From an optimization exercise on the open Yosys and OpenROAD flow, aimed at small area; shortcuts taken in it are not production practice. In this exercise RTL edits were held to simulation tests only and were not proved equivalent to the original. Power and IR drop assume default switching activity.

## flow/flow/comb_cells.py

```python
# Keep only the combinational cell models from a Verilog dump of the liberty file.
import re, sys
src = open(sys.argv[1]).read()
mods = re.findall(r'(module\s+(\S+?)\s*\(.*?endmodule)', src, re.S)
keep = [body for body, name in mods
        if not re.search(r'\breg\b|always|\$_DFF|\$_DLATCH|\$dff|\$dlatch|\$_SR', body)]
open(sys.argv[2], 'w').write('\n'.join(keep) + '\n')
print(len(keep), 'combinational cell models of', len(mods))
```

## flow/standard.sh

```bash
#!/bin/bash
# synth_recipe.tcl (not shown) runs the flow's synth.tcl, then flattens the netlist and writes it again
# the make line also repeats each setting of config.mk as NAME=value (left out here)
make -C /OpenROAD-flow-scripts/flow DESIGN_CONFIG=/design/flow/config.mk WORK_HOME=/design/flow/orfs CLKGATE_MAP_FILE= SYNTH_SCRIPT=/design/flow/synth_recipe.tcl "${@:-finish}"
```

## flow/config.mk

```make
export PLATFORM = sky130hd
export DESIGN_NAME = Car_Simulator_Top
export DESIGN_NICKNAME = Car_Simulator_Top
export VERILOG_FILES = /design/flow/design.v
export SDC_FILE = /design/flow/constraint.sdc
export NUM_CORES = 4
export LEC_CHECK = 0
export ABC_AREA = 1
export CAP_MARGIN = 20
export CORE_MARGIN = 2
export CORE_UTILIZATION = 65
export SLEW_MARGIN = 20
```

## flow/flow/area.abc

```
strash
&get -n
&deepsyn -T {T} -S {SEED}
&put
&get -n
&dch -f
&nf -a -R 1000
&put
strash
&get -n
&dch -f
&nf -a -R 1000
&put
topo
```

## flow/design.v

```verilog
module Car_Simulator_Top (
    input CLK,
    input RST,  
    input KEY_1, KEY_2, KEY_3, KEY_4, KEY_5, KEY_6,
    input KEY_7, KEY_8, KEY_9, KEY_STAR, KEY_0, KEY_SHARP,
    input [7:0] DIP_SW,
    output SPI_SCK, SPI_AD, SPI_DIN, input SPI_DOUT,
    output [7:0] SEG_DATA, SEG_COM,
    output PIEZO,
    output [7:0] LED,
    output LCD_RS, LCD_RW, LCD_E, output [7:0] LCD_DATA,
    output [7:0] SEG_1_DATA,
    output SERVO_PWM,
    output [3:0] FC_RED, output [3:0] FC_GREEN, output [3:0] FC_BLUE,
    output [3:0] STEP_MOTOR
);
    function [23:0] add;         
        input [23:0] a, b;
        input ci;
        integer i;
        reg c;
        begin
            c = ci;
            for (i = 0; i < 24; i = i + 1) begin
                add[i] = a[i] ^ b[i] ^ c;
                c = (a[i] & b[i]) | (a[i] & c) | (b[i] & c);
            end
        end
    endfunction
    function ge;                 
        input [23:0] a, b;
        integer i;
        reg c;
        begin
            c = 1'b1;
            for (i = 0; i < 24; i = i + 1)
                c = (a[i] & ~b[i]) | (a[i] & c) | (~b[i] & c);
            ge = c;
        end
    endfunction
    function [15:0] l16; input [15:0] s; l16 = {s[14:0], ~(s[15] ^ s[14] ^ s[12] ^ s[3])}; endfunction
    function [13:0] l14; input [13:0] s; l14 = {s[12:0], ~(s[13] ^ s[4] ^ s[2] ^ s[0])}; endfunction
    function [10:0] l11; input [10:0] s; l11 = {s[9:0], ~(s[10] ^ s[8])}; endfunction
    function [7:0]  l8;  input [7:0] s;  l8  = {s[6:0], ~(s[7] ^ s[5] ^ s[4] ^ s[3])}; endfunction
    function [6:0]  l7;  input [6:0] s;  l7  = {s[5:0], ~(s[6] ^ s[5])}; endfunction
    reg  [7:0] speed;
    reg  [1:0] gear;             
    wire gP = (gear == 2'd0);
    wire gR = (gear == 2'd1);
    wire gN = (gear == 2'd2);
    wire gD = (gear == 2'd3);
    wire spd0 = (speed == 8'd0);
    wire rst = RST | (KEY_8 & spd0 & gP & KEY_STAR & DIP_SW[7]);
    reg jr;                      
    always @(posedge CLK) jr <= rst;
    reg [7:0] c250;
    reg [1:0] c4;
    always @(posedge CLK) begin
        if (rst) begin c250 <= 0; c4 <= 0; end
        else if (c250 == 8'd249) begin c250 <= 0; c4 <= c4 + 1'b1; end
        else c250 <= add(c250, 0, 1'b1);
    end
    wire c0       = (c250 == 8'd0) & ~jr;
    wire tick_1s  = c0;
    wire tick_spd = c0 | (c250 == 8'd125);
    wire tick_scn = c0 | (c250 == 8'd50) | (c250 == 8'd100) | (c250 == 8'd150) | (c250 == 8'd200);
    reg [3:0] pwm;               
    always @(posedge CLK) begin
        if (rst || pwm == 4'd9) pwm <= 0;
        else pwm <= pwm + 1'b1;
    end
    reg [2:0] p;
    always @(posedge CLK) begin
        if (rst || p == 3'd5) p <= 0;
        else p <= p + 1'b1;
    end
    wire sck_rise = (p == 3'd3);
    wire sck_fall = (p == 3'd0) & ~jr;
    reg       spi_t;             
    reg [4:0] bcnt;
    reg       ch, prv;
    reg [7:0] sr;
    reg [7:0] accel_raw;
    reg       cds_new;           
    wire spi_done = ~spi_t & (bcnt == 5'd17) & (p == 3'd4);
    always @(posedge CLK) begin
        if (spi_t & sck_rise & (bcnt >= 5'd4) & (bcnt <= 5'd11))
            sr <= {sr[6:0], SPI_DOUT};
    end
    always @(posedge CLK) begin
        if (rst) begin
            spi_t <= 0; bcnt <= 0; ch <= 0; prv <= 0; accel_raw <= 0; cds_new <= 0;
        end else begin
            cds_new <= spi_done & ~prv;
            if (!spi_t) begin
                if (spi_done) begin
                    if (prv) accel_raw <= sr;
                    prv <= ch;
                    ch <= ~ch;
                end
                if (sck_fall) begin spi_t <= 1; bcnt <= 0; end
            end else if (sck_rise) begin
                bcnt <= bcnt + 1'b1;
                if (bcnt == 5'd16) spi_t <= 0;
            end
        end
    end
    assign SPI_SCK = p[2] | (p[1] & p[0]);
    assign SPI_AD  = ~spi_t;
    assign SPI_DIN = (bcnt == 5'd1) | (bcnt == 5'd7) | (bcnt == 5'd8) | (bcnt == 5'd11) |
                     (bcnt == 5'd12) | ((bcnt == 5'd6) & ch);
    reg [6:0] F;
    reg [1:0] fop;               
    wire F_ge8 = ge(F, 8);
    wire fuel_nz = (fop == 2'd0) ? (F != 7'd0) :
                   (fop == 2'd1) ? (F[6:1] != 6'd0) :
                   (fop == 2'd2) ? ge(F, 9) : 1'b0;
    wire [7:0] accel = fuel_nz ? accel_raw : 8'd0;
    wire accel_active = ge(accel, 11);
    wire [7:0] eff = ge(accel, 6) ? add(accel, ~18'd5, 1'b1) : 8'd0;
    reg [1:0] pst;               
    reg prev_key_0;
    wire engine_on = (pst == 2'd2);
    wire is_off = (pst == 2'd0);
    always @(posedge CLK) begin
        if (rst) begin
            pst <= 0; prev_key_0 <= 0;
        end else if (tick_spd) begin
            prev_key_0 <= KEY_0;
            if (engine_on && !fuel_nz) pst <= 2'd1;
            if (KEY_0 && !prev_key_0) begin
                case (pst)
                    2'd0: begin
                        if (KEY_STAR && gP) pst <= fuel_nz ? 2'd2 : 2'd1;
                        else pst <= 2'd1;
                    end
                    2'd1: begin
                        if (KEY_STAR && gP) begin
                            if (fuel_nz) pst <= 2'd2;
                        end else pst <= 2'd0;
                    end
                    2'd2: if (spd0) pst <= 2'd0;
                    default: ;
                endcase
            end
        end
    end
    reg [1:0] mgl;               
    reg prev_key_6, prev_key_sharp;
    always @(posedge CLK) begin
        if (rst) begin
            gear <= 2'd0; mgl <= 2'd3; prev_key_6 <= 0; prev_key_sharp <= 0;
        end else begin
            prev_key_6 <= KEY_6;
            prev_key_sharp <= KEY_SHARP;
            if (KEY_3 && spd0) gear <= 2'd0;
            else if (KEY_9) gear <= 2'd2;
            else if (DIP_SW[5]) begin
                if (KEY_6 && !prev_key_6) begin
                    if (mgl != 2'd3) mgl <= mgl + 1'b1;
                end else if (KEY_SHARP && !prev_key_sharp) begin
                    if (mgl[1]) mgl <= mgl - 1'b1;
                end
            end else begin
                if (KEY_6) begin
                    if (spd0) gear <= 2'd1;
                end else if (KEY_SHARP) begin
                    if (spd0) gear <= 2'd3;
                end
            end
        end
    end
    reg [1:0] jit;
    reg [7:0] smooth;
    wire eff_ge_sm = ge(eff, smooth);
    wire sm_ge_eff = ge(smooth, eff);
    always @(posedge CLK) begin
        if (rst) begin
            jit <= 0; smooth <= 0;
        end else if (tick_spd) begin
            jit <= jit + 1'b1;
            if (!sm_ge_eff) smooth <= eff;
            else if (!eff_ge_sm) begin
                if (smooth[7:3] != 5'd0) smooth <= {smooth[7:3] - 1'b1, smooth[2:0]};
                else smooth <= eff;
            end
        end
    end
    reg [13:0] rpm;
    reg ess_trig;
    reg [4:0] decel;
    reg [2:0] gear_num;
    wire side = DIP_SW[6];
    wire low_mode = DIP_SW[5];
    wire [7:0] power = (engine_on && gD) ? eff :
                       (engine_on && gR) ? {1'b0, eff[7:1]} : 8'd0;
    wire s_ge180 = ge(speed, 180);
    wire [9:0] radd = s_ge180 ? (side ? 10'd315 : 10'd105) : (side ? 10'd215 : 10'd5);
    wire [9:0] resist = add(speed, radd, 1'b0);
    wire pw_ge = ge(power, resist);
    wire rs_ge = ge(resist, power);
    wire pw_gt = ~rs_ge;
    wire pw_lt = ~pw_ge;
    wire can_up = ~ge(speed, 250) & ~ge(rpm, 7900);
    wire s_gt150 = ge(speed, 151);
    wire s_gt80  = ge(speed, 81);
    reg [4:0] dthr;              
    always @(*) begin
        case (gear_num)
            3'd6: dthr = ge(speed, 170) ? 5'd2 : ge(speed, 140) ? 5'd5 : 5'd20;
            3'd5: dthr = ge(speed, 120) ? 5'd8 : 5'd15;
            3'd4: dthr = 5'd10;
            3'd3: dthr = 5'd6;
            3'd2: dthr = 5'd3;
            3'd1: dthr = 5'd1;
            default: dthr = 5'd0;
        endcase
    end
    wire dec_ok = ge(decel, dthr);
    reg [7:0] sdel;
    reg szero, supd;
    always @(*) begin
        sdel = 8'd0; szero = 1'b0; supd = 1'b0;
        if (KEY_7) begin
            supd = 1'b1;
            if (s_gt150) sdel = 8'hfe;
            else if (s_gt80) sdel = 8'hfc;
            else if (ge(speed, 8)) sdel = 8'hf8;
            else szero = 1'b1;
        end else if (KEY_STAR) begin
            supd = 1'b1;
            if (s_gt150) sdel = 8'hff;
            else if (s_gt80) sdel = 8'hfe;
            else if (ge(speed, 3)) sdel = 8'hfd;
            else szero = 1'b1;
        end else if (pw_gt) begin
            if (gR && ge(speed, 50)) begin
            end else if (low_mode && gD && mgl == 2'd1 && ge(speed, 35)) begin
                if (speed != 8'd35) begin supd = 1'b1; sdel = 8'hff; end
            end else if (low_mode && gD && mgl == 2'd2 && ge(speed, 65)) begin
                if (speed != 8'd65) begin supd = 1'b1; sdel = 8'hff; end
            end else if (low_mode && gD && mgl == 2'd3 && ge(speed, 95)) begin
                if (speed != 8'd95) begin supd = 1'b1; sdel = 8'hff; end
            end else if (can_up) begin
                supd = 1'b1; sdel = 8'h01;
            end
        end else if (pw_lt) begin
            if (side) begin
                if (!spd0 && ge(decel, 2)) begin supd = 1'b1; sdel = 8'hff; end
            end else begin
                if (!spd0 && dec_ok) begin supd = 1'b1; sdel = 8'hff; end
            end
        end
    end
    wire [7:0] spd_next = szero ? 8'd0 : add(speed, sdel, 1'b0);
    always @(posedge CLK) begin
        if (rst) begin
            speed <= 0; ess_trig <= 0; decel <= 0; gear_num <= 3'd1;
        end else if (tick_spd) begin
            if (supd) speed <= spd_next;
            if (KEY_7) begin
                ess_trig <= ge(speed, 51);
            end else if (KEY_STAR) begin
                ess_trig <= 0;
            end else begin
                ess_trig <= 0;
                if (pw_gt) begin
                    decel <= 0;
                end else if (pw_lt) begin
                    if (side) begin
                        if (!spd0) begin
                            if (ge(decel, 2)) decel <= 0;
                            else decel <= decel + 1'b1;
                        end
                    end else begin
                        if (!spd0 && dec_ok) decel <= 0;
                        else decel <= decel + 1'b1;
                    end
                end else begin
                    decel <= 0;
                end
                if (gD) begin
                    if (eff == 8'd0) begin
                        if (!ge(speed, 20)) gear_num <= 3'd1;
                        else if (!ge(speed, 31)) gear_num <= 3'd2;
                        else if (!ge(speed, 50)) gear_num <= 3'd3;
                        else if (!ge(speed, 71)) gear_num <= 3'd4;
                        else if (!ge(speed, 105)) gear_num <= 3'd5;
                        else gear_num <= 3'd6;
                    end else begin
                        case (gear_num)
                            3'd1: if (ge(speed, 25)) gear_num <= 3'd2;
                            3'd2: begin
                                if (!ge(speed, 20)) gear_num <= 3'd1;
                                else if (ge(speed, 36)) gear_num <= 3'd3;
                            end
                            3'd3: begin
                                if (!ge(speed, 31)) gear_num <= 3'd2;
                                else if (ge(speed, 55)) gear_num <= 3'd4;
                            end
                            3'd4: begin
                                if (!ge(speed, 50)) gear_num <= 3'd3;
                                else if (ge(speed, 76)) gear_num <= 3'd5;
                            end
                            3'd5: begin
                                if (!ge(speed, 71)) gear_num <= 3'd4;
                                else if (ge(speed, 110)) gear_num <= 3'd6;
                            end
                            3'd6: if (!ge(speed, 105)) gear_num <= 3'd5;
                            default: gear_num <= 3'd1;
                        endcase
                    end
                    if (low_mode && gear_num > {1'b0, mgl}) gear_num <= {1'b0, mgl};
                end else begin
                    gear_num <= 3'd1;
                end
            end
        end
    end
    wire [9:0] s3 = add({speed, 1'b0}, speed, 1'b0);
    reg [12:0] bx, by;
    always @(*) begin
        case (gear_num)
            3'd1: begin bx = {s3, 4'b0}; by = {speed, 1'b0}; end      
            3'd2: begin bx = {s3, 3'b0}; by = {s3, 1'b0}; end         
            3'd3: begin bx = {speed, 4'b0}; by = {speed, 2'b0}; end   
            3'd4: begin bx = {s3, 2'b0}; by = s3; end                 
            3'd5: begin bx = {s3, 2'b0}; by = 13'd0; end              
            3'd6: begin bx = {s3, 1'b0}; by = s3; end                 
            default: begin bx = 13'd400; by = 13'd0; end
        endcase
    end
    wire [12:0] bh = add(bx, by, 1'b0);
    wire [12:0] bh2 = (~ge(bh, 400) | ge(bh, 5001)) ? 13'd400 : bh;
    wire [12:0] hsum = add(bh2, smooth, jit[1]);
    wire [11:0] pn = ge(accel, 160) ? 12'd4000 : add(12'd800, add({accel, 4'b0}, {accel, 2'b0}, 1'b0), 1'b0);
    always @(*) begin
        if (!engine_on) rpm = 14'd0;
        else if (gP || gN) rpm = {pn[11:2], jit};
        else if (ge(hsum, 4001) || (hsum == 13'd4000 && jit[0])) rpm = 14'd8000;
        else rpm = {hsum, jit[0]};
    end
    function [3:0] a3;           
        input [3:0] d;
        begin
            a3[3] = d[3] | (d[2] & (d[1] | d[0]));
            a3[2] = (d[2] & ~d[1] & ~d[0]) | (d[3] & d[0]);
            a3[1] = (d[1] & ~d[2] & ~d[3]) | (d[2] & d[1] & d[0]) | (d[3] & ~d[0]);
            a3[0] = (d[0] & ~d[2] & ~d[3]) | (d[2] & d[1] & ~d[0]) | (d[3] & ~d[0]);
        end
    endfunction
    function [15:0] bcd13;
        input [12:0] v;
        integer i;
        reg [15:0] b;
        begin
            b = 0;
            for (i = 12; i >= 0; i = i - 1) begin
                b[3:0] = a3(b[3:0]);
                b[7:4] = a3(b[7:4]);
                b[11:8] = a3(b[11:8]);
                b[15:12] = a3(b[15:12]);
                b = {b[14:0], v[i]};
            end
            bcd13 = b;
        end
    endfunction
    function [11:0] bcd8;
        input [7:0] v;
        integer i;
        reg [11:0] b;
        begin
            b = 0;
            for (i = 7; i >= 0; i = i - 1) begin
                b[3:0] = a3(b[3:0]);
                b[7:4] = a3(b[7:4]);
                b[11:8] = a3(b[11:8]);
                b = {b[10:0], v[i]};
            end
            bcd8 = b;
        end
    endfunction
    wire [15:0] rpm_bcd = bcd13(rpm[12:0]);
    wire [6:0] rpm_div100 = add(add({rpm_bcd[15:12], 3'b0}, {rpm_bcd[15:12], 1'b0}, 1'b0), rpm_bcd[11:8], 1'b0);
    reg [12:0] fuel_acc;
    reg [7:0]  temp;
    reg [4:0]  temp_acc;
    reg [15:0] dist_acc;         
    reg        odo_p;            
    wire rpm_gt3500 = ge(rpm, 3501);
    reg tact, tup, tclr;
    reg [4:0] tthr;
    always @(*) begin
        tact = 1'b0; tup = 1'b0; tclr = 1'b0; tthr = 5'd20;
        if (engine_on && rpm_gt3500) begin
            tact = ~ge(temp, 130); tup = 1'b1; tthr = 5'd3;
        end else if (engine_on) begin
            if (!ge(temp, 90)) begin tact = 1'b1; tup = 1'b1; tthr = 5'd10; end
            else if (temp != 8'd90) begin tact = 1'b1; tthr = 5'd15; end
            else tclr = 1'b1;
        end else begin
            tact = ge(temp, 26);
        end
    end
    reg dsub;
    wire dact = engine_on & ~spd0;
    reg [15:0] dop;
    reg dstep;
    always @(*) begin
        dstep = dact;
        case (c250)
            8'd246: dop = dsub ? 16'hec78 : {1'b0, speed, 7'b0};     
            8'd247: begin dop = {speed, 3'b0}; dstep = dact & ~dsub; end
            8'd248: begin dop = {speed, 1'b0}; dstep = dact & ~dsub; end
            8'd249: begin dop = {8'b0, speed}; dstep = dact & ~dsub; end
            default: begin dop = 16'd0; dstep = 1'b0; end
        endcase
    end
    always @(posedge CLK) begin
        if (rst) begin
            dist_acc <= 0; dsub <= 0;
        end else begin
            if (c250 == 8'd245) dsub <= ge(dist_acc, 5000);
            if (dstep) dist_acc <= add(dist_acc, dop, 1'b0);
        end
    end
    always @(posedge CLK) begin
        if (rst) begin
            F <= 7'd100; fop <= 0; fuel_acc <= 0; temp <= 8'd25; temp_acc <= 0; odo_p <= 0;
        end else begin
            if (fop == 2'd3) F <= 0;
            else if (fop != 2'd0) F <= add(F, fop[1] ? 7'h78 : 7'h7f, 1'b0);
            fop <= 0;
            odo_p <= 0;
            if (tick_1s) begin
                odo_p <= dact & dsub;
                if (KEY_8) begin
                    fop <= F_ge8 ? 2'd2 : 2'd3;
                end else if (engine_on) begin
                    if (ge(fuel_acc, 5000)) begin
                        if (F != 0) fop <= 2'd1;
                        fuel_acc <= 0;
                    end else
                        fuel_acc <= add(add(fuel_acc, eff, 1'b0), add(rpm_div100, 18'd10, 1'b0), 1'b0);
                end
                if (tact) begin
                    if (ge(temp_acc, tthr)) begin
                        temp <= add(temp, tup ? 8'h01 : 8'hff, 1'b0);
                        temp_acc <= 0;
                    end else temp_acc <= add(temp_acc, 0, 1'b1);
                end else if (tclr) temp_acc <= 0;
            end
        end
    end
    reg [19:0] odo;
    reg [15:0] odo_w;
    function [3:0] dinc;
        input [3:0] d;
        dinc = (d == 4'd9) ? 4'd0 : add(d, 0, 1'b1);
    endfunction
    wire [4:0] o9 = {odo[19:16] == 4'd9, odo[15:12] == 4'd9, odo[11:8] == 4'd9,
                     odo[7:4] == 4'd9, odo[3:0] == 4'd9};
    always @(posedge CLK) begin
        if (rst) begin
            odo <= 0; odo_w <= 0;
        end else if (odo_p) begin
            if (odo_w == 16'h5fee && odo == 20'h67295) begin      
                odo <= 0; odo_w <= 0;
            end else begin
                odo[3:0] <= dinc(odo[3:0]);
                if (o9[0]) odo[7:4] <= dinc(odo[7:4]);
                if (&o9[1:0]) odo[11:8] <= dinc(odo[11:8]);
                if (&o9[2:0]) odo[15:12] <= dinc(odo[15:12]);
                if (&o9[3:0]) odo[19:16] <= dinc(odo[19:16]);
                if (&o9) odo_w <= l16(odo_w);
            end
        end
    end
    reg ess_active;
    reg [1:0] ess_timer;
    always @(posedge CLK) begin
        if (rst) begin
            ess_active <= 0; ess_timer <= 0;
        end else if (ess_trig) begin
            ess_active <= 1; ess_timer <= 2'd3;
        end else if (ess_active) begin
            if (accel_active) begin ess_active <= 0; ess_timer <= 0; end
            else if (ess_timer == 0) ess_active <= 0;
            else if (tick_1s) ess_timer <= ess_timer - 1'b1;
        end
    end
    reg [15:0] blink;
    reg blink_on;
    always @(posedge CLK) begin
        if (rst || blink == 16'h290f) begin
            blink <= 0; blink_on <= 1;
        end else begin
            blink <= l16(blink);
            if (blink == 16'h5801) blink_on <= 0;
        end
    end
    wire led_l = (DIP_SW[0] | DIP_SW[2] | ess_active) & blink_on;
    wire led_r = (DIP_SW[1] | DIP_SW[2] | ess_active) & blink_on;
    reg is_dark;
    always @(posedge CLK) begin
        if (rst) is_dark <= 0;
        else if (jr) is_dark <= 1;
        else if (cds_new) begin
            if (~ge(sr, 150)) is_dark <= 1;
            else if (ge(sr, 161)) is_dark <= 0;
        end
    end
    wire head_on = DIP_SW[3] | is_dark;
    wire high_on = head_on & DIP_SW[4];
    wire brake = KEY_7 | KEY_STAR;
    wire pwm70 = ~ge(pwm, 7);
    wire pwm30 = ~ge(pwm, 3);
    wire tail_outer = brake | (head_on & pwm30);
    wire tail_inner = gR ? pwm70 : tail_outer;
    wire [7:0] led_port = {led_l, led_l, tail_outer, tail_inner, tail_inner, tail_outer, led_r, led_r};
    assign LED = engine_on ? led_port : ((led_port & 8'b11000011) | (brake ? 8'b00111100 : 8'b0));
    wire [3:0] fc = engine_on ? {head_on, head_on, high_on, high_on} : 4'd0;
    assign FC_RED = fc;
    assign FC_GREEN = fc;
    assign FC_BLUE = fc;
    reg [10:0] st_cnt;           
    reg st_g900;                 
    reg st_tick;
    reg [7:0] pos;               
    reg [3:0] step_out;
    wire st_wrap = is_off ? (st_cnt == 11'h293) : st_g900;
    always @(posedge CLK) begin
        if (rst) begin
            st_cnt <= 0; st_g900 <= 0; st_tick <= 0;
        end else if (st_wrap) begin
            st_cnt <= 0; st_g900 <= 0; st_tick <= 1;
        end else begin
            st_cnt <= l11(st_cnt); st_tick <= 0;
            if (st_cnt == 11'h69f) st_g900 <= 1;
        end
    end
    wire pos_neg = pos[7];
    wire pos_zero = (pos == 8'd0);
    reg pdn, pmv;
    always @(*) begin
        pdn = 1'b0; pmv = 1'b0;
        if (KEY_4 && !KEY_5) begin pdn = 1'b1; pmv = (pos != 8'hb5); end          
        else if (KEY_5 && !KEY_4) pmv = (pos != 8'd75);                           
        else if (KEY_2) begin pdn = ~pos_neg; pmv = ~pos_zero; end
    end
    wire [3:0] step_dec = {pos[2:0] == 3'd0 || pos[2:0] == 3'd1 || pos[2:0] == 3'd7,
                           pos[2:0] == 3'd1 || pos[2:0] == 3'd2 || pos[2:0] == 3'd3,
                           pos[2:0] == 3'd3 || pos[2:0] == 3'd4 || pos[2:0] == 3'd5,
                           pos[2:0] == 3'd5 || pos[2:0] == 3'd6 || pos[2:0] == 3'd7};
    always @(posedge CLK) begin
        if (rst) begin
            pos <= 0; step_out <= 0;
        end else if (st_tick) begin
            if (pmv) pos <= add(pos, pdn ? 8'hff : 8'h01, 1'b0);
            step_out <= step_dec;
        end
    end
    assign STEP_MOTOR = step_out;
    wire [9:0] sp5 = add({speed, 2'b0}, speed, 1'b0);
    wire [15:0] sp133 = add({speed, 7'b0}, sp5, 1'b0);
    wire [7:0] pw_raw = add(sp133[15:8], 18'd25, 1'b0);
    wire [7:0] pw = ge(pw_raw, 126) ? 8'd125 : pw_raw;
    reg servo;
    always @(posedge CLK) begin
        if (rst) servo <= 0;
        else servo <= (c4 == 2'd0) & ~ge(c250, pw);
    end
    assign SERVO_PWM = servo;
    reg [2:0] scan_idx;
    wire disp_rst = rst | is_off;
    always @(posedge CLK) begin
        if (disp_rst) scan_idx <= 0;
        else if (tick_scn) scan_idx <= scan_idx + 1'b1;
    end
    wire [7:0] rval = DIP_SW[7] ? temp : (engine_on ? speed : 8'd0);
    wire [11:0] r_bcd = bcd8(rval);
    function [7:0] enc;
        input [3:0] d;
        begin
            enc = (d == 4'h0) ? 8'b0011_1111 : (d == 4'h1) ? 8'b0000_0110 :
                  (d == 4'h2) ? 8'b0101_1011 : (d == 4'h3) ? 8'b0100_1111 :
                  (d == 4'h4) ? 8'b0110_0110 : (d == 4'h5) ? 8'b0110_1101 :
                  (d == 4'h6) ? 8'b0111_1101 : (d == 4'h7) ? 8'b0000_0111 :
                  (d == 4'h8) ? 8'b0111_1111 : (d == 4'h9) ? 8'b0110_1111 : 8'b0000_0000;
        end
    endfunction
    reg [3:0] digit;
    reg blank;
    always @(*) begin
        blank = 1'b0;
        case (scan_idx)
            3'd0: digit = r_bcd[3:0];
            3'd1: begin digit = r_bcd[7:4]; blank = (r_bcd[11:4] == 8'd0); end
            3'd2: begin digit = r_bcd[11:8]; blank = (r_bcd[11:8] == 4'd0); end
            3'd3: begin digit = 4'd0; blank = 1'b1; end
            3'd4: digit = rpm_bcd[3:0];
            3'd5: begin digit = rpm_bcd[7:4]; blank = (rpm_bcd[15:4] == 12'd0); end
            3'd6: begin digit = rpm_bcd[11:8]; blank = (rpm_bcd[15:8] == 8'd0); end
            default: begin digit = rpm_bcd[15:12]; blank = (rpm_bcd[15:12] == 4'd0); end
        endcase
    end
    assign SEG_DATA = (disp_rst | blank) ? 8'h00 : enc(digit);
    assign SEG_COM = disp_rst ? 8'hFF : ~(8'd1 << scan_idx);
    wire [2:0] dnum = (DIP_SW[7] && gD) ? gear_num : (gD && low_mode) ? {1'b0, mgl} : 3'd0;
    wire [7:0] seg1 = disp_rst ? 8'h00 :
                      (dnum == 3'd1) ? 8'b0110_0000 : (dnum == 3'd2) ? 8'b1101_1010 :
                      (dnum == 3'd3) ? 8'b1111_0010 : (dnum == 3'd4) ? 8'b0110_0110 :
                      (dnum == 3'd5) ? 8'b1011_0110 : (dnum == 3'd6) ? 8'b0011_1110 :
                      (DIP_SW[7] && gD) ? 8'h00 :
                      gP ? 8'hCE : gR ? 8'h0A : gN ? 8'h2A : 8'h7A;
    assign SEG_1_DATA = seg1;
    reg prev_eng, prev_off;
    reg emsg, kmsg;
    reg [2:0] eph, kph;
    reg [5:0] ecnt, kcnt;
    wire estart = engine_on & ~prev_eng;
    wire kstart = ~is_off & prev_off;
    wire c1 = (c250 == 8'd1);
    wire c126 = (c250 == 8'd126);
    wire ematch = (c4 == eph[2:1]) & (eph[0] ? c126 : c1);
    wire kmatch = (c4 == kph[2:1]) & (kph[0] ? c126 : c1);
    function [5:0] l6; input [5:0] s; l6 = {s[4:0], ~(s[5] ^ s[4])}; endfunction
    always @(posedge CLK) begin
        if (estart) begin eph <= {c4, c126}; ecnt <= 0; end
        else if (ematch) ecnt <= l6(ecnt);
        if (kstart) begin kph <= {c4, c126}; kcnt <= 0; end
        else if (kmatch) kcnt <= l6(kcnt);
    end
    always @(posedge CLK) begin
        if (rst) begin
            prev_eng <= 0; emsg <= 0; prev_off <= 1; kmsg <= 0;
        end else begin
            prev_eng <= engine_on;
            if (!engine_on) emsg <= 0;
            else if (!prev_eng) emsg <= 1;
            else if (ematch && ecnt == 6'h09) emsg <= 0;             
            prev_off <= is_off;
            if (is_off) kmsg <= 0;
            else if (prev_off) kmsg <= 1;
            else if (kmatch && kcnt == 6'h09) kmsg <= 0;
        end
    end
    reg emsg_l, kmsg_l, side_l;
    always @(posedge CLK) begin
        emsg_l <= emsg; kmsg_l <= kmsg; side_l <= side;
    end
    wire off_l = prev_off;
    function [7:0] dch;          
        input [3:0] d;
        dch = {4'h3, d};
    endfunction
    wire [11:0] f_bcd = bcd8({1'b0, F});
    reg [3:0] cidx;
    localparam [127:0] L_ENG  = "   ENGINE ON!   ";
    localparam [127:0] L_KEY  = "    KEY ON      ";
    localparam [127:0] L_ODO  = "ODO: 00000 km   ";
    localparam [127:0] L_SIDE = "   SIDE ON!     ";
    localparam [127:0] L_FUEL = " FUEL:  00 %    ";
    wire [127:0] odo_line = {L_ODO[127:88], 4'h3, odo[19:16], 4'h3, odo[15:12], 4'h3, odo[11:8],
                             4'h3, odo[7:4], 4'h3, odo[3:0], L_ODO[47:0]};
    wire [7:0] warn = ge(F, 15) ? " " : "!";
    wire [127:0] fuel_line = {L_FUEL[127:72], f_bcd[8] ? "1" : " ", 4'h3, f_bcd[7:4], 4'h3, f_bcd[3:0],
                              L_FUEL[47:24], warn, warn, L_FUEL[7:0]};
    wire [127:0] line1 = off_l ? {16{8'h20}} : emsg_l ? L_ENG : kmsg_l ? L_KEY : odo_line;
    wire [127:0] line2 = (off_l || emsg_l || kmsg_l) ? {16{8'h20}} : side_l ? L_SIDE : fuel_line;
    wire [7:0] ch1 = line1[8 * (15 - cidx) +: 8];
    wire [7:0] ch2 = line2[8 * (15 - cidx) +: 8];
    localparam [3:0] S_POW = 0, S_I1 = 1, S_I2 = 2, S_I3 = 3, S_FS = 4, S_DOFF = 5, S_CLR = 6,
                     S_ENT = 7, S_DON = 8, S_IDLE = 9, S_L1C = 10, S_L1W = 11, S_L2C = 12,
                     S_L2W = 13, S_IDLE2 = 14;
    reg [3:0] lst;
    reg [10:0] lcnt;             
    reg lcd_e, lcd_rs;
    reg [7:0] lcd_data;
    wire [10:0] lend = (lst == S_POW) ? 11'h3a7 :                                   
                       (lst == S_I1) ? 11'h77c :                                    
                       (lst == S_I2) ? 11'h3fe :                                    
                       (lst == S_CLR || lst == S_ENT) ? 11'h438 :                   
                       (lst == S_IDLE || lst == S_L1C) ? 11'h027 :                  
                       (lst == S_L1W || lst == S_L2C || lst == S_L2W || lst == S_IDLE2) ? 11'h1fc :  
                       11'h01f;                                                     
    always @(posedge CLK) begin
        if (rst || (prev_off && !is_off)) begin
            lst <= S_POW; lcnt <= 0; cidx <= 0; lcd_e <= 0; lcd_rs <= 0; lcd_data <= 0;
        end else if (lcnt != lend) begin
            lcnt <= l11(lcnt);
            if (lst != S_POW && lcnt == 11'h01f) lcd_e <= 1;           
            else if (lcnt == 11'h7cf) lcd_e <= 0;                      
        end else begin
            lcnt <= 0;
            case (lst)
                S_POW: lst <= S_I1;
                S_I1: begin lcd_rs <= 0; lcd_data <= 8'h30; lst <= S_I2; end
                S_I2: begin lcd_rs <= 0; lcd_data <= 8'h30; lst <= S_I3; end
                S_I3: begin lcd_rs <= 0; lcd_data <= 8'h30; lst <= S_FS; end
                S_FS: begin lcd_rs <= 0; lcd_data <= 8'h38; lst <= S_DOFF; end
                S_DOFF: begin lcd_rs <= 0; lcd_data <= 8'h08; lst <= S_CLR; end
                S_CLR: begin lcd_rs <= 0; lcd_data <= 8'h01; lst <= S_ENT; end
                S_ENT: begin lcd_rs <= 0; lcd_data <= 8'h06; lst <= S_DON; end
                S_DON: begin lcd_rs <= 0; lcd_data <= 8'h0C; lst <= S_IDLE; end
                S_IDLE, S_IDLE2: lst <= S_L1C;
                S_L1C: begin lcd_rs <= 0; lcd_data <= 8'h80; cidx <= 0; lst <= S_L1W; end
                S_L1W: begin
                    lcd_rs <= 1; lcd_data <= ch1;
                    if (cidx != 4'd15) cidx <= cidx + 1'b1; else lst <= S_L2C;
                end
                S_L2C: begin lcd_rs <= 0; lcd_data <= 8'hC0; cidx <= 0; lst <= S_L2W; end
                S_L2W: begin
                    lcd_rs <= 1; lcd_data <= ch2;
                    if (cidx != 4'd15) cidx <= cidx + 1'b1; else lst <= S_IDLE2;
                end
                default: ;
            endcase
        end
    end
    assign LCD_RS = lcd_rs;
    assign LCD_RW = 1'b0;
    assign LCD_E = lcd_e;
    assign LCD_DATA = lcd_data;
    wire rev_on = gR & engine_on;
    reg [5:0] ni;
    reg nw;
    wire [5:0] note_idx = nw ? ((ni == 6'd45) ? 6'd0 : ni + 1'b1) : ni;
    reg [13:0] note_tmr;         
    reg rev_act;
    function in_set;             
        input [5:0] n;
        input [63:0] set;
        in_set = set[n];
    endfunction
    wire [6:0] note_tab =
        in_set(ni, 64'h0000000015000015) ? 7'd38 :                  
        in_set(ni, 64'h000000000a00000a) ? 7'd40 :                  
        in_set(ni, 64'h000008c02008c020) ? 7'd51 :                  
        in_set(ni, 64'h0000000040000040) ? 7'd43 :                  
        in_set(ni, 64'h0000040080300080) ? 7'd48 :                  
        in_set(ni, 64'h0000302300002300) ? 7'd57 :                  
        in_set(ni, 64'h0000000800000800) ? 7'd96 :                  
        in_set(ni, 64'h0000021000821000) ? 7'd76 :                  
        in_set(ni, 64'h0000000000040000) ? 7'd60 : 7'd0;            
    wire note_end = (note_tmr == 14'h14fa);
    always @(posedge CLK) begin
        if (rst || !rev_on) begin
            ni <= 0; nw <= 0; note_tmr <= 0; rev_act <= 0;
        end else begin
            rev_act <= 1;
            ni <= note_idx;
            nw <= note_end;
            note_tmr <= note_end ? 14'd0 : l14(note_tmr);
        end
    end
    wire [6:0] tone_p = note_tab;
    reg [7:0] rev_cnt;
    reg rev_wave;
    always @(posedge CLK) begin
        if (rst || !(rev_act && tone_p != 0)) begin
            rev_wave <= 0; rev_cnt <= 0;
        end else begin
            if (ge(rev_cnt, {tone_p, 1'b0})) rev_cnt <= 0; else rev_cnt <= add(rev_cnt, 0, 1'b1);
            rev_wave <= ~ge(rev_cnt, tone_p[6:2]);
        end
    end
    wire turn_sig = led_l | led_r;
    reg prev_turn;
    reg [7:0] click_cnt;         
    reg click_run, click_act, is_tick;
    wire click_load = (turn_sig != prev_turn) & ~click_run;
    always @(posedge CLK) click_cnt <= click_load ? 8'd0 : l8(click_cnt);
    always @(posedge CLK) begin
        if (rst) begin
            prev_turn <= 0; click_run <= 0; click_act <= 0; is_tick <= 0;
        end else begin
            prev_turn <= turn_sig;
            if (turn_sig != prev_turn) is_tick <= turn_sig;
            if (click_load) click_run <= 1;
            else if (click_cnt == 8'h67) click_run <= 0;                 
            click_act <= click_run;
        end
    end
    reg [5:0] ctone_cnt;
    reg click_wave;
    always @(posedge CLK) begin
        if (rst || !click_act) begin
            click_wave <= 0; ctone_cnt <= 0;
        end else begin
            if (ge(ctone_cnt, is_tick ? 6'd26 : 6'd32)) ctone_cnt <= 0; else ctone_cnt <= ctone_cnt + 1'b1;
            click_wave <= ~ge(ctone_cnt, is_tick ? 6'd3 : 6'd4);
        end
    end
    reg [6:0] horn_cnt;          
    reg horn_wave;
    always @(posedge CLK) begin
        if (rst || !KEY_1) begin
            horn_wave <= 0; horn_cnt <= 0;
        end else begin
            horn_cnt <= (horn_cnt == 7'h20) ? 7'd0 : l7(horn_cnt);
            horn_wave <= (horn_cnt == 7'd0) | (horn_wave & (horn_cnt != 7'h06));
        end
    end
    reg [9:0] eng_cnt;
    reg [8:0] eng_per;
    reg eng_wave;
    wire [8:0] q20 = add(add({rpm_div100, 2'b0}, rpm_div100, 1'b0), rpm_bcd[7:5], 1'b0);
    wire [4:0] r20 = rpm_bcd[4] ? 5'd10 : 5'd0;
    wire [5:0] rsum = add(add(r20, rpm_bcd[3:0], 1'b0), rpm[12:10], 1'b0);
    wire corr = ge(rsum, 20);
    always @(posedge CLK) begin
        if (rst) begin
            eng_wave <= 0; eng_cnt <= 0; eng_per <= 0;
        end else if (engine_on) begin
            eng_per <= add(9'd400, ~q20, ~corr);
            if (ge(eng_cnt, {eng_per, 1'b0})) eng_cnt <= 0; else eng_cnt <= add(eng_cnt, 0, 1'b1);
            eng_wave <= ~ge(eng_cnt, eng_per[8:4]);
        end else begin
            eng_wave <= 0; eng_cnt <= 0;
        end
    end
    assign PIEZO = KEY_1 ? horn_wave :
                   click_act ? click_wave :
                   rev_act ? rev_wave :
                   engine_on ? eng_wave : 1'b0;
endmodule
```

## flow/flow/remap.ys

```
# Re-map the combinational logic of the standard synthesis; flip-flops are kept as they are.
read_liberty -lib {LIB}
read_verilog {IN}
hierarchy -top {TOP}
techmap -map {CELLS}
techmap
opt -fast -purge
abc -script {ABC} -liberty {LIB} {DONTUSE}
opt_clean -purge
setundef -zero
hilomap -singleton -hicell sky130_fd_sc_hd__conb_1 HI -locell sky130_fd_sc_hd__conb_1 LO
splitnets
opt_clean -purge
insbuf -buf sky130_fd_sc_hd__buf_1 A X
rename -hide w:*.*
opt_clean -purge
check -assert
tee -o {STAT} stat -liberty {LIB}
write_verilog -noattr -nohex -nodec {OUT}
```

## flow/constraint.sdc

```tcl
create_clock -name core_clock -period 125.0 [get_ports {CLK}]
set_input_delay 25.0000 -clock core_clock [delete_from_list [all_inputs] [get_ports {CLK}]]
set_output_delay 25.0000 -clock core_clock [all_outputs]
set_load 0.01 [all_outputs]
```

## flow/flow/run.sh

```bash
#!/bin/bash
# Own layout flow: the standard synthesis, then the combinational logic is
# re-mapped with a stronger ABC script (every flip-flop of the standard synthesis
# is kept, with its name and cell; four seeds are tried and the smallest result is
# used), then the standard flow from floorplan to the final layout, with small
# port buffers and a clock tree of small buffers without dummy loads.
set -euo pipefail
W=$PWD
P=${FLOW_PLATFORM:-sky130hd}
LIB=$FLOW_HOME/platforms/$P/lib/sky130_fd_sc_hd__tt_025C_1v80.lib
R=$W/orfs/results/$P/Car_Simulator_Top/base
L=$W/orfs/logs/$P/Car_Simulator_Top/base
T=240

# 1. standard synthesis
bash standard.sh synth > $W/log_1_standard_synth.log 2>&1
cp $R/1_2_yosys.v $W/synth_standard.v

# 2. combinational cell models from the liberty file
yosys -q -l $W/log_2_cells.log -p "read_liberty -ignore_miss_func $LIB; write_verilog -noattr $W/allcells.v" > /dev/null 2>&1
python3 $W/flow/comb_cells.py $W/allcells.v $W/comb_cells.v > $W/log_3_comb_cells.log 2>&1

# 3. re-map with four seeds in parallel (same don't-use cells as the standard synthesis)
DU=$(grep -o "abc -script.*" $L/1_2_yosys.log | head -1 | grep -o -- "-dont_use [^ ]*" | tr '\n' ' ' || true)
for S in 1 2 3 4; do
  sed -e "s|{T}|$T|" -e "s|{SEED}|$S|" $W/flow/area.abc > $W/area_$S.abc
  sed -e "s|{LIB}|$LIB|g" -e "s|{IN}|$W/synth_standard.v|" -e "s|{TOP}|$FLOW_TOP|" \
      -e "s|{CELLS}|$W/comb_cells.v|" -e "s|{ABC}|$W/area_$S.abc|" -e "s|{DONTUSE}|$DU|" \
      -e "s|{STAT}|$W/synth_remap_stat_$S.txt|" -e "s|{OUT}|$W/synth_remap_$S.v|" $W/flow/remap.ys > $W/remap_$S.ys
  (yosys -l $W/log_4_remap_$S.log -s $W/remap_$S.ys > /dev/null 2>&1 || rm -f $W/synth_remap_$S.v) &
done
wait
BEST=""; BESTA=""
for S in 1 2 3 4; do
  if [[ -s $W/synth_remap_$S.v ]]; then
    A=$(grep "Chip area" $W/synth_remap_stat_$S.txt | awk '{print $NF}')
    echo "seed $S: $A" >> $W/log_5_choice.log
    if [[ -z "$BEST" ]] || python3 -c "import sys; sys.exit(0 if $A < $BESTA else 1)"; then BEST=$S; BESTA=$A; fi
  fi
done
if [[ -n "$BEST" ]]; then
  echo "using seed $BEST ($BESTA)" >> $W/log_5_choice.log
  cp $W/synth_remap_$BEST.v $W/synth_remap.v
  cp $W/synth_remap.v $R/1_2_yosys.v
  rm -f $R/1_synth.odb $R/1_synth.sdc
else
  echo "no re-mapped netlist; keeping the standard synthesis" >> $W/log_5_choice.log
fi

# 4. standard flow from the (re-mapped) netlist
export BUFFER_PORTS_ARGS="-buffer_cell sky130_fd_sc_hd__buf_1"
export CTS_ARGS="-sink_clustering_enable -repair_clock_nets -dont_use_dummy_load -buf_list sky130_fd_sc_hd__clkbuf_4 -sink_clustering_size 9 -sink_clustering_max_diameter 40"
bash standard.sh finish > $W/log_6_standard_flow.log 2>&1
```

==> results of run 1 <==
-- layer usage --
layer  share of wire, %  vias up  wire length (µm)
met5                  0        -                 0
met4                5.0        0              3020
met3                8.2      228              4960
met2                 45      992             27500
met1                 41    10000             25000
li1                   -    10400                 -
-- layout make-up --
cell class                 count  area [µm²]
antenna                        2        5.00
clock buffer                  53         398
fill                        2611        9430
inverter                      85         319
multi-input combinational   2320       13200
sequential                   350        7150
tap                          402         503
timing repair buffer         111         522
-- through the flow --
| stage | total power (W) | std cells | utilization (%) | hold WS, ns | setup WS (ns) |
|---|---|---|---|---|---|
| 3_5_place_dp | 0.000230 | 3268 | 68.8 | 0.345 | 70.07 |
| 6_report | 0.000289 | 3323 | 70.1 | 0.359 | 69.99 |
| 4_1_cts | 0.000286 | 3321 | 70.1 | 0.361 | 70.06 |
| 5_1_grt | 0.000305 | 3323 | 70.1 | 0.367 | 69.65 |
| 3_3_place_gp | 0.000228 | 3268 | 68.8 | 0.349 | 70.22 |
| 2_1_floorplan | 0.000203 | 2799 | - | 0.330 | 68.75 |
-- state kept, by name (all words and copies together), names as in the netlist, 9 cells and up --
register	flops
eng_cnt	10
dist_acc	16
lcnt	11
odo_w	16
fuel_acc	13
blink	16
odo	20
eng_per	9
note_tmr	14
st_cnt	11
-- layout by cell type, fill, tap and decap left out, types with 13 or more instances in the layout --
cell type	count
nand2b_1	53
xnor2_1	105
o211ai_1	22
or3_1	29
a22o_1	55
nand2_1	349
nor2b_1	39
a22oi_1	20
nor2_1	366
nand3_1	84
edfxtp_1	14
nor3_1	109
buf_1	83
a211oi_1	36
or2_0	26
dfxtp_1	336
o21ai_0	216
nor3b_1	18
and2_0	92
buf_4	28
o31ai_1	17
a21oi_1	226
nand4_1	20
a31oi_1	41
maj3_1	16
and3_1	50
o21a_1	13
o22ai_1	30
xor2_1	79
clkbuf_4	53
nor4_1	22
clkinv_1	84
-- worst max-delay path by stage --
stage	startpoint	end	slack, ns	cells past startpoint
2_1_floorplan	KEY_STAR	SEG_DATA[0]	68.75	10
3_3_place_gp	DIP_SW[7]	SEG_DATA[6]	70.22	22
3_5_place_dp	DIP_SW[7]	SEG_DATA[6]	70.07	22
4_1_cts	DIP_SW[7]	SEG_DATA[6]	70.06	22
5_1_grt	DIP_SW[7]	SEG_DATA[6]	69.65	22
6_report	DIP_SW[7]	SEG_DATA[6]	69.99	22
-- power breakdown --
group	switching, W	leakage (nW)	internal, W
clock	0.0000375	0.244	0.0000193
sequential	0.00000618	2.85	0.000118
combinational	0.0000698	4.65	0.0000376
-- worst max-delay path, delay by kind of cell --
| kind | cells | cell delay (ns) |
|---|---|---|
| AO/OA/AOI/OAI | 8 | 2.68 |
| buffers and inverters | 3 | 0.54 |
| AND/OR/NAND/NOR | 10 | 1.58 |
| XOR/XNOR | 1 | 0.21 |
==> notes.md, run 1 <==
* Pre-antenna DRT Iters at 6
* Port bufs at 83
* Outcome: no timing/DRC/antenna violations
* Kind of critical path: input port to output port
* Largest net degree at the start of global routing at 47
* Initial Utilization at around two thirds
* HPWL Detailed at around 44,000 µm
* Crit-path max cell delay at roughly 0.64 ns
* Worst-Skew Late Latency at roughly 0.77 ns
* H-tree Lvls at 2
* PD cells at 13.0 nW/µm²
* Hold WC Path Type: register to register
* RSZ-0062 raised after global routing: false
* Final Hold Viols at 0
* Wirelength, routed at around 60,000 µm
* Worst EP required at around 100 ns
* Gpl congestion at around 1.0
* Clock Sinks at 350
* Worst r2r src: speed[1]
* Share of the clock period used by the worst path at between 40% and 50%
* Worst Skew at 0.119 ns
* Ports at just under 90
* Worst setup SP type: input port
* Avg Inst Size Synth at 7.44 µm²
* Setup TNS at 0 ns
* Area of the die at roughly 33,000 µm²
* Met3 GRT Util at under 10%
* Met1 GRT Util at approximately 45%
* Via count at 21,600
* Fin nets at just under 3,000
* R2R Setup Slk at around 110 ns
* Remaining DRCs at 0
* Post-CTS setup buffer count at 0
* Dpl cell area at about 22,000 µm²
* Cell mode on critical path: nor2_1
* Tmin final at ~55 ns
* Met2 Usage GRT at about three fifths
* Leakage Power at 7.74 nW
* Routed wire per std cell at between 15 and 20 µm
* CTS Root Cell: clkbuf_4
* First-pass GRT wire length at ~98,000 µm
* Peak supply drop at roughly 0.000011 V
* Die Ht at roughly 180 µm
* Overall Global Routing Usage at between 30% and 40%
* Synthesized area at ~21,000 µm²
* Gr busiest metal: met2
* Max Freq at 18.2 MHz
* Ys Warns at 1
* Die span in x at between 150 and 200 µm
* GR Overflow Total at 0
* CTS resizes at 0
* Antenna violations before repair at 2
* CP Cell Sequence: buf_1 > buf_4 > nor2_1 > a22oi_1 > o21ai_0 > nor2b_1 > or2_0 > a22oi_1 > xnor2_1 > nor2_1 > a211o_1 > a31oi_1 > nor2b_1 > or3_1 > a2111oi_0 > nor4_1 > a21oi_1 > nand2_1 > nand3_1 > nor2_1 > a21oi_1 > buf_1
* Cells after Synth at roughly 2,800
* Layout cells sized above 1 at a little under 3%
* Total CTS buffers at 53
* R2r worst-path depth at 83
* Cts hold-fix bufs at 0
* Hold endpoint: emsg_l
* Slowest-stage cell, CP: a22oi_1
* Core area at 31,600 µm²
* Vias per cell at between 6 and 7
* Crit Reg-Reg Endpoint: fuel_acc[10]
* Final setup fails at 0
* Row count at 65
* CP Max Fanout at 25
* CTS clk-pin slew, worst paths at approximately 0.1 ns
* CP endpoint kind: output port
* Max-slew headroom at a little under a third
* Worst slew pin tran at between 1 and 1.5 ns
* Worst EP arrival at about 30 ns
* Synth-to-Final Area Change at 6.25%
* Bufs on Longest Clock Path at 3
* HP Start: emsg
* Max-slew violations at 0
* CTS tree: built
* Vias in the first global route at between 20,000 and 25,000
* Fin area at roughly 22,000 µm²
* DR iter-0 viols at 2,240
* Hold path depth at 0
* Routed Antenna Nets at 0
* Max-cap check violation count at 0
==> run 2: changes to the inputs <==
--- a/flow/flow/run.sh
+++ b/flow/flow/run.sh
@@ -3,3 +3,3 @@
 # re-mapped with a stronger ABC script (every flip-flop of the standard synthesis
-# is kept, with its name and cell; four seeds are tried and the smallest result is
+# is kept, with its name and cell; eight seeds are tried and the smallest result is
 # used), then the standard flow from floorplan to the final layout, with small
@@ -12,3 +12,3 @@
 L=$W/orfs/logs/$P/Car_Simulator_Top/base
-T=240
+T=200
 
@@ -22,5 +22,6 @@
 
-# 3. re-map with four seeds in parallel (same don't-use cells as the standard synthesis)
+# 3. re-map with eight seeds, four at a time (same don't-use cells as the standard synthesis)
 DU=$(grep -o "abc -script.*" $L/1_2_yosys.log | head -1 | grep -o -- "-dont_use [^ ]*" | tr '\n' ' ' || true)
-for S in 1 2 3 4; do
+remap() {
+  local S=$1
   sed -e "s|{T}|$T|" -e "s|{SEED}|$S|" $W/flow/area.abc > $W/area_$S.abc
@@ -29,7 +30,10 @@
       -e "s|{STAT}|$W/synth_remap_stat_$S.txt|" -e "s|{OUT}|$W/synth_remap_$S.v|" $W/flow/remap.ys > $W/remap_$S.ys
-  (yosys -l $W/log_4_remap_$S.log -s $W/remap_$S.ys > /dev/null 2>&1 || rm -f $W/synth_remap_$S.v) &
-done
+  yosys -l $W/log_4_remap_$S.log -s $W/remap_$S.ys > /dev/null 2>&1 || rm -f $W/synth_remap_$S.v
+}
+for S in 1 2 3 4; do remap $S & done
+wait
+for S in 5 6 7 8; do remap $S & done
 wait
 BEST=""; BESTA=""
-for S in 1 2 3 4; do
+for S in 1 2 3 4 5 6 7 8; do
   if [[ -s $W/synth_remap_$S.v ]]; then
--- a/flow/flow/area.abc
+++ b/flow/flow/area.abc
@@ -13,2 +13,7 @@
 &put
+strash
+&get -n
+&dch -f
+&nf -a -R 1000
+&put
 topo
--- a/flow/config.mk
+++ b/flow/config.mk
@@ -11,2 +11,3 @@
 export CORE_UTILIZATION = 65
+export GPL_TIMING_DRIVEN = 0
 export SLEW_MARGIN = 20
==> run 2 against run 1 <==
  * Critical endpoint unchanged
  * Clock skew rose by 0.0070 ns
  * Highest routed layer unchanged
  * Critical path type unchanged
  * Sequential cell count did not move
  * Register-to-register slack got worse by 0.29 ns
==> notes.md, run 2 <==
* Worst setup SP type: input port
* Cell mode on critical path: nor2_1
* Wirelength, routed at ~58,000 µm
* Vias in the first global route at around 19,000
* Total CTS buffers at 55
* Cells after Synth at 2,768
* Largest Register: odo
* First-pass GRT wire length at 94,300 µm
* PD cells at about 14 nW/µm²
* CTS clk-pin slew, worst paths at ~0.10 ns
* Max-cap check violation count at 0
* Hold Slack at 0.351 ns
* Synthesized area at ~21,000 µm²
* Bufs on Longest Clock Path at 3
* Routed wire per std cell at roughly 18 µm
* Crit-path max cell delay at about 0.67 ns
* Ports at 87
* RSZ-0062 raised after global routing: false
* Max-slew violations at 0
* Synth-to-Final Area Change at 6.83%
* Layout cells sized above 1 at ~2.5%
* Die Ht at between 150 and 200 µm
* Worst Skew at 0.126 ns
* Fin nets at between 2,000 and 3,000
* Worst EP required at 100.00 ns
* Port bufs at 83
* Die span in x at around 180 µm
* CTS resizes at 0
* Commonest non-fill, non-tap cells in the layout: nand2_1, nor2_1, dfxtp_1
* CTS tree: built
* Ys Warns at 1
* Area of the die at 33,100 µm²
* FILL cells at approximately 2,700
* DR iter-0 viols at 1,976
* Clock Sinks at 350
* CP endpoint kind: output port
* Initial Utilization at 65.6%
* Kind of critical path: input port to output port
* HPWL Detailed at roughly 42,000 µm
* Vias per cell at 6.41
* Multi-input logic area at about 13,000 µm²
* Largest net degree at the start of global routing at 73
* GR Overflow Total at 0
* H-tree Lvls at 2
* Core area at 31,400 µm²
* Gpl congestion at approximately 1.0
* Cts hold-fix bufs at 0
* Routed Antenna Nets at 0
* Tmin final at roughly 56 ns
* Share of the clock period used by the worst path at roughly 45%
* Remaining DRCs at 0
* Peak supply drop at around 0.000018 V
* Register area at 7150 µm²
* Slowest-stage cell, CP: o21ai_0
* CTS Root Cell: clkbuf_4
* CP Cell Sequence: clkbuf_2 > nor2_1 > a22oi_1 > nand3b_1 > nand2b_1 > a31oi_1 > mux2i_1 > o21ai_0 > o21ai_0 > nor2_1 > o31ai_1 > o21ai_0 > a21oi_1 > o41ai_1 > nor4_1 > and2_0 > nor2_1 > a41oi_1 > nand3_1 > nor2_1 > a21oi_1 > buf_1 > buf_1
* # placed instances at about 3,300
* Worst slew pin tran at approximately 1.1 ns
* Final Hold Viols at 0
* Row count at 65
* Max-slew headroom at roughly a quarter
* Max Freq at between 15 and 20 MHz
* Worst EP arrival at 31.20 ns
* Antenna violations before repair at 2
* Overall Global Routing Usage at about a third
* Max FFs per register at 20
* Setup TNS at 0 ns
* Commonest non-fill, non-tap cell in the layout: nand2_1
* Post-CTS setup buffer count at 0
* Hold WC Path Type: register to register
* Outcome: no timing/DRC/antenna violations
* Via count at approximately 21,000
* Pre-antenna DRT Iters at 6
* Fin cells at 3,318
* Avg Inst Size Synth at roughly 7.4 µm²
* Leakage Power at between 7 and 8 nW
* Final setup fails at 0
* Worst-Skew Late Latency at roughly 0.84 ns
* CP Max Fanout at 25
run 2: final cells by class:
type	count	share of cell area, %
Buffer	44	0.751
Multi-Input combinational cell	2314	59.5
Clock buffer	55	1.88
Inverter	62	1.08
Sequential cell	350	32.5
Timing Repair Buffer	89	1.95
Tap cell	402	2.29
Antenna cell	2	0.0227
run 2: per-stage QoR:
step                      power, W  area, µm²  utilization [%]  setup WS (ns)
after floorplan           0.000211      20600                -          68.19
after global placement    0.000239      21400             68.2          60.78
after detailed placement  0.000244      21600             68.7          68.59
after CTS                 0.000301      22000             70.1          68.55
after global routing      0.000321      22000             70.1          68.09
final                     0.000303      22000             70.1          68.80
run 2: metal layers:
layer	vias up	share of wire [%]	track usage (%)
met2	953	45	55.6
met3	192	8.0	5.66
met1	9801	43	44.9
li1	10300	-	-
met4	0	4.7	15.6
met5	-	0	0
run 2: worst max-delay path: cells and delay by family:
family	cells	cell delay (ns)
compound gates	10	3.10
simple gates	9	1.95
buf+inv	3	0.70
mux	1	0.43
run 2: power breakdown:
| group | internal, W | leakage [nW] | switching (W) | total, W |
|---|---|---|---|---|
| combinational | 0.0000382 | 4.72 | 0.0000743 | 0.000113 |
| clock | 0.0000200 | 0.253 | 0.0000377 | 0.0000576 |
| sequential | 0.000119 | 2.85 | 0.0000139 | 0.000133 |
| total | 0.000177 | 7.83 | 0.000126 | 0.000303 |
run 2: worst paths after layout:
path	from	to	slack, ns	depth (start not counted)
worst max-delay path	DIP_SW[7]	SEG_DATA[6]	68.80	23
worst min-delay path	emsg	emsg_l	0.35	0
worst max register to register	speed[3]	fuel_acc[11]	105.78	83
worst min register to register	emsg	emsg_l	0.35	0
==> run 3: changes to the inputs <==
--- a/flow/design.v
+++ b/flow/design.v
@@ -111,8 +111,9 @@
                      (bcnt == 5'd12) | ((bcnt == 5'd6) & ch);
-    reg [6:0] F;
+    reg [3:0] Ft, Fo;            
     reg [1:0] fop;               
-    wire F_ge8 = ge(F, 8);
-    wire fuel_nz = (fop == 2'd0) ? (F != 7'd0) :
-                   (fop == 2'd1) ? (F[6:1] != 6'd0) :
-                   (fop == 2'd2) ? ge(F, 9) : 1'b0;
+    wire Ft_nz = (Ft != 4'd0);
+    wire F_ge8 = Ft_nz | (Fo[3] & 1'b1);                        
+    wire fuel_nz = (fop == 2'd0) ? (Ft_nz | (Fo != 4'd0)) :
+                   (fop == 2'd1) ? (Ft_nz | (Fo[3:1] != 3'd0)) :
+                   (fop == 2'd2) ? (Ft_nz | (Fo == 4'd9)) : 1'b0;
     wire [7:0] accel = fuel_nz ? accel_raw : 8'd0;
@@ -428,6 +429,12 @@
         if (rst) begin
-            F <= 7'd100; fop <= 0; fuel_acc <= 0; temp <= 8'd25; temp_acc <= 0; odo_p <= 0;
+            Ft <= 4'd10; Fo <= 4'd0; fop <= 0; fuel_acc <= 0; temp <= 8'd25; temp_acc <= 0; odo_p <= 0;
         end else begin
-            if (fop == 2'd3) F <= 0;
-            else if (fop != 2'd0) F <= add(F, fop[1] ? 7'h78 : 7'h7f, 1'b0);
+            if (fop == 2'd3) begin Ft <= 0; Fo <= 0; end
+            else if (fop == 2'd1) begin                                  
+                if (Fo == 4'd0) begin Ft <= Ft - 1'b1; Fo <= 4'd9; end
+                else Fo <= Fo - 1'b1;
+            end else if (fop == 2'd2) begin                              
+                if (Fo[3]) Fo <= {3'b0, Fo[0]};
+                else begin Ft <= Ft - 1'b1; Fo <= Fo + 4'd2; end
+            end
             fop <= 0;
@@ -440,3 +447,3 @@
                     if (ge(fuel_acc, 5000)) begin
-                        if (F != 0) fop <= 2'd1;
+                        if (Ft_nz | (Fo != 4'd0)) fop <= 2'd1;
                         fuel_acc <= 0;
@@ -656,3 +663,3 @@
     endfunction
-    wire [11:0] f_bcd = bcd8({1'b0, F});
+    wire [11:0] f_bcd = {3'b0, Ft == 4'd10, (Ft == 4'd10) ? 4'd0 : Ft, Fo};
     reg [3:0] cidx;
@@ -665,3 +672,3 @@
                              4'h3, odo[7:4], 4'h3, odo[3:0], L_ODO[47:0]};
-    wire [7:0] warn = ge(F, 15) ? " " : "!";
+    wire [7:0] warn = (Ft[3:1] != 3'd0 || (Ft == 4'd1 && ge(Fo, 5))) ? " " : "!";
     wire [127:0] fuel_line = {L_FUEL[127:72], f_bcd[8] ? "1" : " ", 4'h3, f_bcd[7:4], 4'h3, f_bcd[3:0],
--- a/flow/flow/run.sh
+++ b/flow/flow/run.sh
@@ -3,3 +3,3 @@
 # re-mapped with a stronger ABC script (every flip-flop of the standard synthesis
-# is kept, with its name and cell; eight seeds are tried and the smallest result is
+# is kept, with its name and cell; sixteen seeds are tried and the smallest result is
 # used), then the standard flow from floorplan to the final layout, with small
@@ -22,3 +22,3 @@
 
-# 3. re-map with eight seeds, four at a time (same don't-use cells as the standard synthesis)
+# 3. re-map with sixteen seeds, four at a time (same don't-use cells as the standard synthesis)
 DU=$(grep -o "abc -script.*" $L/1_2_yosys.log | head -1 | grep -o -- "-dont_use [^ ]*" | tr '\n' ' ' || true)
@@ -36,4 +36,8 @@
 wait
+for S in 9 10 11 12; do remap $S & done
+wait
+for S in 13 14 15 16; do remap $S & done
+wait
 BEST=""; BESTA=""
-for S in 1 2 3 4 5 6 7 8; do
+for S in $(seq 1 16); do
   if [[ -s $W/synth_remap_$S.v ]]; then
--- a/flow/config.mk
+++ b/flow/config.mk
@@ -11,3 +11,2 @@
 export CORE_UTILIZATION = 65
-export GPL_TIMING_DRIVEN = 0
 export SLEW_MARGIN = 20
==> run 3 against run 2 <==
  * Still clean on timing, DRC and antenna
  * Routed wire length rose by 0.41%
  * Clock power fell by 0.9%
  * Design area fell by 1.2%
  * Critical endpoint is now SEG_DATA[3]
  * Largest power group unchanged
  * Highest routed layer unchanged
==> notes.md, run 3 <==
* Outcome: no timing/DRC/antenna violations
* Ys Warns at 1
* CTS Root Cell: clkbuf_4
* Antenna violations before repair at 2
* CTS clk-pin slew, worst paths at roughly 0.10 ns
* DR iter-0 viols at 2,132
* Leakage Power at roughly 7.7 nW
* Commonest non-fill, non-tap cells in the layout: nor2_1, nand2_1, dfxtp_1
* H-tree Lvls at 2
* Overall Global Routing Usage at between 30% and 40%
* CP endpoint kind: output port
* Crit-path max cell delay at between 0.4 and 0.5 ns
* Worst EP required at about 100 ns
* Final core utilization at between 70% and 80%
* Max FFs per register at 20
* Clock Sinks at ~350
* Worst setup SP type: input port
* Cts hold-fix bufs at 0
* CTS tree: built
* Ports at 87
* Final Hold Viols at 0
* Initial Utilization at 66.4%
* Gpl congestion at 1.01
* Max-cap check violation count at 0
* GR Overflow Total at 0
* Pre-antenna DRT Iters at 6
* Post-CTS setup buffer count at 0
* CP Max Fanout at 23
* Max-slew headroom at between 20% and 30%
* Avg Inst Size Synth at ~7.5 µm²
* Kind of critical path: input port to output port
* Port bufs at a little over 80
* Slowest-stage cell, CP: nor3_1
* Die Ht at 181 µm
* Worst Skew at a little over 0.1 ns
* Tmin final at between 50 and 60 ns
* Synthesized area at about 20,000 µm²
* Final setup fails at 0
* HPWL Detailed at between 40,000 and 50,000 µm
* Commonest non-fill, non-tap cell in the layout: nor2_1
* Largest net degree at the start of global routing at 52
* Setup TNS at 0 ns
* Layout cells sized above 1 at about 2.8%
* Routed Antenna Nets at 0
* Die span in x at between 150 and 200 µm
* Core area at roughly 31,000 µm²
* Total power at roughly 0.00025 W
* Share of the clock period used by the worst path at a little over two fifths
* Remaining DRCs at 0
* Row count at 64
* Bufs on Longest Clock Path at 3
* Max Freq at around 18 MHz
* Worst-Skew Late Latency at around 0.85 ns
* Hold WC Path Type: register to register
* Wirelength, routed at between 50,000 and 60,000 µm
* Worst slew pin tran at roughly 1.1 ns
* Worst EP arrival at roughly 30 ns
* Vias per cell at 6.52
* PD cells at roughly 11 nW/µm²
* Routed wire per std cell at ~18 µm
* Synth-to-Final Area Change at 6.15%
* CTS resizes at 0
* Via count at about 21,000
* Fin nets at 2,882
* Vias in the first global route at about 19,000
* First-pass GRT wire length at 95,700 µm
* Largest Register: odo
* RSZ-0062 raised after global routing: false
* Area of the die at between 30,000 and 40,000 µm²
* Total CTS buffers at 52
* Cell mode on critical path: a21oi_1
* Cells after Synth at 2,739
* Max-slew violations at 0
* Peak supply drop at just over 0.000009 V
==> run 3: final timing paths <==
| path | from | to | slack (ns) | cells after the start |
|---|---|---|---|---|
| hold / removal | emsg | emsg_l | 0.37 | 0 |
| setup reg to reg | speed[1] | fuel_acc[11] | 105.86 | 87 |
| hold reg to reg | emsg | emsg_l | 0.37 | 0 |
| setup / recovery | DIP_SW[7] | SEG_DATA[3] | 70.10 | 28 |
==> run 3: where the power goes <==
part / switching, W / internal, W
logic: 0.0000452 / 0.0000239
registers: 0.00000562 / 0.000117
clock network: 0.0000382 / 0.0000189
==> run 3: stage by stage <==
| stage | setup WS [ns] | hold WS (ns) | instances | cell area [µm²] |
|---|---|---|---|---|
| 2_1_floorplan | 68.52 | 0.330 | 2741 | 20500 |
| 3_3_place_gp | 70.51 | 0.347 | 3201 | 21300 |
| 3_5_place_dp | 70.32 | 0.346 | 3201 | 21300 |
| 4_1_cts | 70.29 | 0.366 | 3253 | 21700 |
| 5_1_grt | 69.64 | 0.378 | 3254 | 21700 |
| 6_report | 70.10 | 0.366 | 3255 | 21700 |
==> run 3: cell type report <==
class / instances / area (µm²)
multi-input cells: 2270 / 12900
diodes: 2 / 5.00
well taps: 396 / 495
flip-flops and latches: 351 / 7170
inverters: 76 / 285
fillers: 2593 / 9090
clock buffers: 52 / 390
repair buffers: 108 / 499
==> run 3: critical path: cells and delay by family <==
family                 cells  cell delay [ns]
AOI/OAI and AO/OA         14             2.45
and+or+nand+nor            9             1.73
buffers and inverters      5             0.72
==> run 3: routing by layer <==
layer	part of all wire [%]	wire [µm]	vias to the layer above	GRT usage, %
met5	0	0	-	0
met4	4.8	2830	0	18.2
met3	8.7	5060	186	6.08
met2	44	25900	949	56.3
met1	42	24500	9870	45.1
li1	-	-	10200	-

## afterwards: timing with drivers on the ports
How much do the figures lean on ideal ports? The routed layouts below were timed once more, with nothing changed but the port constraints. Step 1: set_driving_cell puts a clkbuf_16 on CLK and a buf_2 on each other input, an assumption about the parent block. Step 2 also shifts input and output timing later by t, the mid clock arrival at the registers, as if the neighbouring blocks saw the same clock. Three values: no drivers, after step 1, after step 2; two values: the first two.
| run | t (ns) | setup WS [ns] | worst setup path at the end | latest minus earliest clock arrival (ns) |
|---|---|---|---|---|
| run 1 | 0.761 | 69.987 / 69.964 / 69.964 | input to output | 0.125 / 0.125 |
| run 2 | 0.829 | 68.797 / 68.762 / 68.762 | input to output | 0.126 / 0.126 |
| run 3 | 0.852 | 70.097 / 70.077 / 70.077 | input to output | 0.106 / 0.106 |
After both steps every run listed still meets setup and hold. The setup slack of run 2, which loses most, moves by -0.035 ns with the drivers and by -0.035 ns with both steps.
